Source: an optimization exercise on an open RTL-to-GDS flow (aim: small area, a short achievable clock period and few clock cycles). Production flows keep margins and buffers that such runs may drop. Function was checked by simulation only, so behaviour that the tests miss may differ from the original. No activity file was given, so power comes from the tool's default toggle rates.

## cpu
module cpu (input clk, input rst,
            output [31:0] imem_addr, input [31:0] imem_rdata,
            output [31:0] dmem_addr, output [31:0] dmem_wdata,
            output dmem_we, output dmem_re, input [31:0] dmem_rdata);
    reg [31:2] pc;
    reg        x_wr, x_lw, x_sw, x_beq, x_sub;
    reg        x_fam, x_fbm;    
    reg        x_oi, x_om, x_ob;    
    reg [4:0]  x_rd;
    reg [31:0] x_a, x_b;
    reg [15:0] x_i;
    reg [31:2] x_tgt;
    reg        m_wr, m_lw, m_sw;
    reg [4:0]  m_rd;
    reg [31:0] m_r, m_sd;
    assign dmem_addr  = m_r;
    assign dmem_wdata = m_sd;
    assign dmem_we    = m_sw;
    assign dmem_re    = m_lw;
    wire [31:0] m_res = m_lw ? dmem_rdata : m_r;
    wire [31:0] a   = x_fam ? m_r : x_a;
    wire [31:0] b   = x_fbm ? m_r : x_b;
    wire [31:0] op2 = ({32{x_oi}} & {{16{x_i[15]}}, x_i}) | ({32{x_om}} & m_r) |
                      ({32{x_ob}} & x_b);
    wire [31:0] alu;
    cs_add alu_add (.a(a), .b(op2 ^ {32{x_sub}}), .ci(x_sub), .s(alu));
    wire eq_ab = (x_a == x_b);
    wire eq_mb = (m_r == x_b);
    wire eq_am = (x_a == m_r);
    wire taken = x_beq & (x_fam ? (x_fbm | eq_mb) : (x_fbm ? eq_am : eq_ab));
    wire [31:0] inst = imem_rdata;
    wire [5:0] op = inst[31:26];
    wire [4:0] rs = inst[25:21];
    wire [4:0] rt = inst[20:16];
    wire [4:0] rdf = inst[15:11];
    wire d_R    = (op == 6'h00);
    wire d_addi = (op == 6'h08) | (op == 6'h09);
    wire d_lw   = (op == 6'h23);
  ...
Size: roughly 1,300 flip-flops, about 160 I/O pins, roughly 57,000 um2 of cells after synthesis.
==> flow/config.mk <==
export PLATFORM = sky130hd
export DESIGN_NAME = cpu
export DESIGN_NICKNAME = cpu
export VERILOG_FILES = /design/flow/design.v
export SDC_FILE = /design/flow/constraint.sdc
export NUM_CORES = 4
export LEC_CHECK = 0
export CAP_MARGIN = 20
export CELL_PAD_IN_SITES_DETAIL_PLACEMENT = 1
export CELL_PAD_IN_SITES_GLOBAL_PLACEMENT = 1
export CORE_MARGIN = 2
export CORE_UTILIZATION = 50
export CTS_CLUSTER_DIAMETER = 80
export CTS_CLUSTER_SIZE = 18
export PLACE_DENSITY = 0.8
export SETUP_SLACK_MARGIN = 4.6
export SLEW_MARGIN = 20
export SYNTH_HIERARCHICAL = 1
export SYNTH_MINIMUM_KEEP_SIZE = 0
export TNS_END_PERCENT = 5
==> flow/constraint.sdc <==
create_clock -name core_clock -period 8.0 [get_ports {clk}]
set_input_delay 1.6000 -clock core_clock [delete_from_list [all_inputs] [get_ports {clk}]]
set_output_delay 1.6000 -clock core_clock [all_outputs]
set_load 0.01 [all_outputs]
run.sh (not shown) runs the stock make flow with config.mk's settings and CLKGATE_MAP_FILE= SYNTH_SCRIPT=/design/flow/synth_recipe.tcl, a recipe that flattens the netlist after the stock synthesis.
Testbench counts at the start, summed over its fixed seeds: cycles 47,352.
Change:
SETUP_SLACK_MARGIN = 4.8   (was 4.6)
TNS_END_PERCENT = 0   (was 5)
Core utilization climbs by 0.11 points. Global-route usage climbs by 0.31 points. Setup slack improves by 46 ps. Wire length is about the same. Clock-buffer cell count stays the same. Via count hardly moves. Fmax climbs by 1.3%. Clock power barely changes. Power climbs by 0.39%. Cell area is about the same. Die area is unchanged.
Change:
CTS_CLUSTER_DIAMETER = 90   (was 80)
CTS_CLUSTER_SIZE = 22   (was 18)
TNS_END_PERCENT = 5   (was 0)
After rerunning: The new run finished clean. Hold slack barely changes. Utilization came out higher by 0.59 points. Area after synthesis does not change. Worst setup slack gains 29 ps.
Change:
CTS_CLUSTER_DIAMETER = 80   (was 90)
CTS_CLUSTER_SIZE = 18   (was 22)
SETUP_SLACK_MARGIN = 5.0   (was 4.8)
Result:
- fmax goes down slightly
- power goes up slightly
- die area stays the same
- non-clock buffer count goes up by 16
- area after synthesis stays the same
- via count goes down slightly
- worst setup slack is worse by 15 ps
- worst hold slack is about the same
- final cell count goes up slightly
Change:
SETUP_SLACK_MARGIN = 4.8   (was 5.0)
After rerunning:
- wire length shrinks by about 1.4%
- core utilization shrinks by 0.37 points
- design area shrinks by about 0.64%
- first-iteration DRC count shrinks by about 2.7%
- maximum frequency grows by 2.4%
- via count shrinks by 0.77%
- global-route usage shrinks by 0.27 points
- synthesized cell count is unchanged
- final cell count shrinks by about 0.43%
- worst setup slack improves by 83 ps

========
cpu, a different RTL version from the one above (not shown whole).
Size in the first run: roughly 3900 cells after synthesis, ~1200 flip-flops, roughly 160 I/O pins.
make LEC_CHECK=0 CAP_MARGIN=20 CELL_PAD_IN_SITES_DETAIL_PLACEMENT=2 CELL_PAD_IN_SITES_GLOBAL_PLACEMENT=2 CORE_MARGIN=2 CORE_UTILIZATION=35 CTS_CLUSTER_DIAMETER=80 CTS_CLUSTER_SIZE=18 PLACE_DENSITY=0.6 SETUP_SLACK_MARGIN=4.8 SLEW_MARGIN=20 SYNTH_HIERARCHICAL=1 SYNTH_MINIMUM_KEEP_SIZE=0 finish   # period 8.0 ns
The baseline ran to the end with no violations.
Testbench counts at the start, summed over its fixed seeds: cycles 47,352.
Edit:
Settings changed: SETUP_SLACK_MARGIN 4.8 to 4.4.
Result: The new run completed without violations; hold slack is worse by 0.033 ns; maximum frequency climbs by about 5.3%; core utilization drops by 1.8 points; die area is unchanged.

========
Another version of the RTL of cpu (not shown whole).
Size in the first run: roughly 3800 cells after synthesis, roughly 160 I/O pins.
clock: 8.0 ns
lec_check: 0
cap_margin: 20
cell_pad_in_sites_detail_placement: 1
cell_pad_in_sites_global_placement: 1
core_margin: 2
core_utilization: 50
cts_cluster_diameter: 80
cts_cluster_size: 18
place_density: 0.8
setup_slack_margin: 5.0
slew_margin: 20
synth_hierarchical: 1
synth_minimum_keep_size: 0
tns_end_percent: 0
Testbench counts at the start, summed over its fixed seeds: cycles 47,352.
Edit:
SETUP_SLACK_MARGIN = 4.8   (was 5.0)
TNS_END_PERCENT = 5   (was 0)
What happened: The changed run finished clean; via count grows by 0.87%; cell count went up by 0.46%; utilization rose by 0.22 points; final area grows by 0.38%; worst hold slack is better by 0.0087 ns.

## re-timing with driven ports
The flow's constraints put no driver on any port. The routed layouts listed below were extracted and timed again, unchanged, in two steps. Step 1 (the two cells are an assumption about what drives the block):
set clk [get_ports {clk}]
set_driving_cell -lib_cell sky130_fd_sc_hd__clkbuf_16 $clk
set_driving_cell -lib_cell sky130_fd_sc_hd__buf_2 [delete_from_list [all_inputs] $clk]
Step 2 also shifts input and output timing later by t, the mid clock arrival at the registers, as if the neighbouring blocks saw the same clock. a / b / c = no drivers / after step 1 / after step 2; a / b = the first two.
run	shift t [ns]	setup WS [ns]	clock arrival spread, ns	cell pins on the clock port's net
the first run of note 1	0.768	4.397 / 4.323 / 3.646	0.047 / 0.046	1
the second run of note 1	0.764	4.443 / 4.482 / 3.717	0.042 / 0.041	1
the third run of note 1	0.751	4.473 / 4.450 / 3.699	0.040 / 0.040	1
the fourth run of note 1	0.764	4.458 / 4.497 / 3.733	0.034 / 0.034	1
the fifth run of note 1	0.760	4.541 / 4.559 / 3.816	0.040 / 0.039	1
the first run of note 2	0.794	4.019 / 4.044 / 3.250	0.063 / 0.063	1
the second run of note 2	0.797	4.220 / 4.267 / 3.470	0.033 / 0.033	1
the first run of note 3	0.759	4.421 / 4.467 / 3.708	0.052 / 0.052	1
the second run of note 3	0.760	4.357 / 4.357 / 3.703	0.051 / 0.051	1
After both steps setup and hold are still met in every run listed. The setup slack of the third run of note 1, which loses most, moves by -0.023 ns with the drivers and by -0.774 ns with both steps.
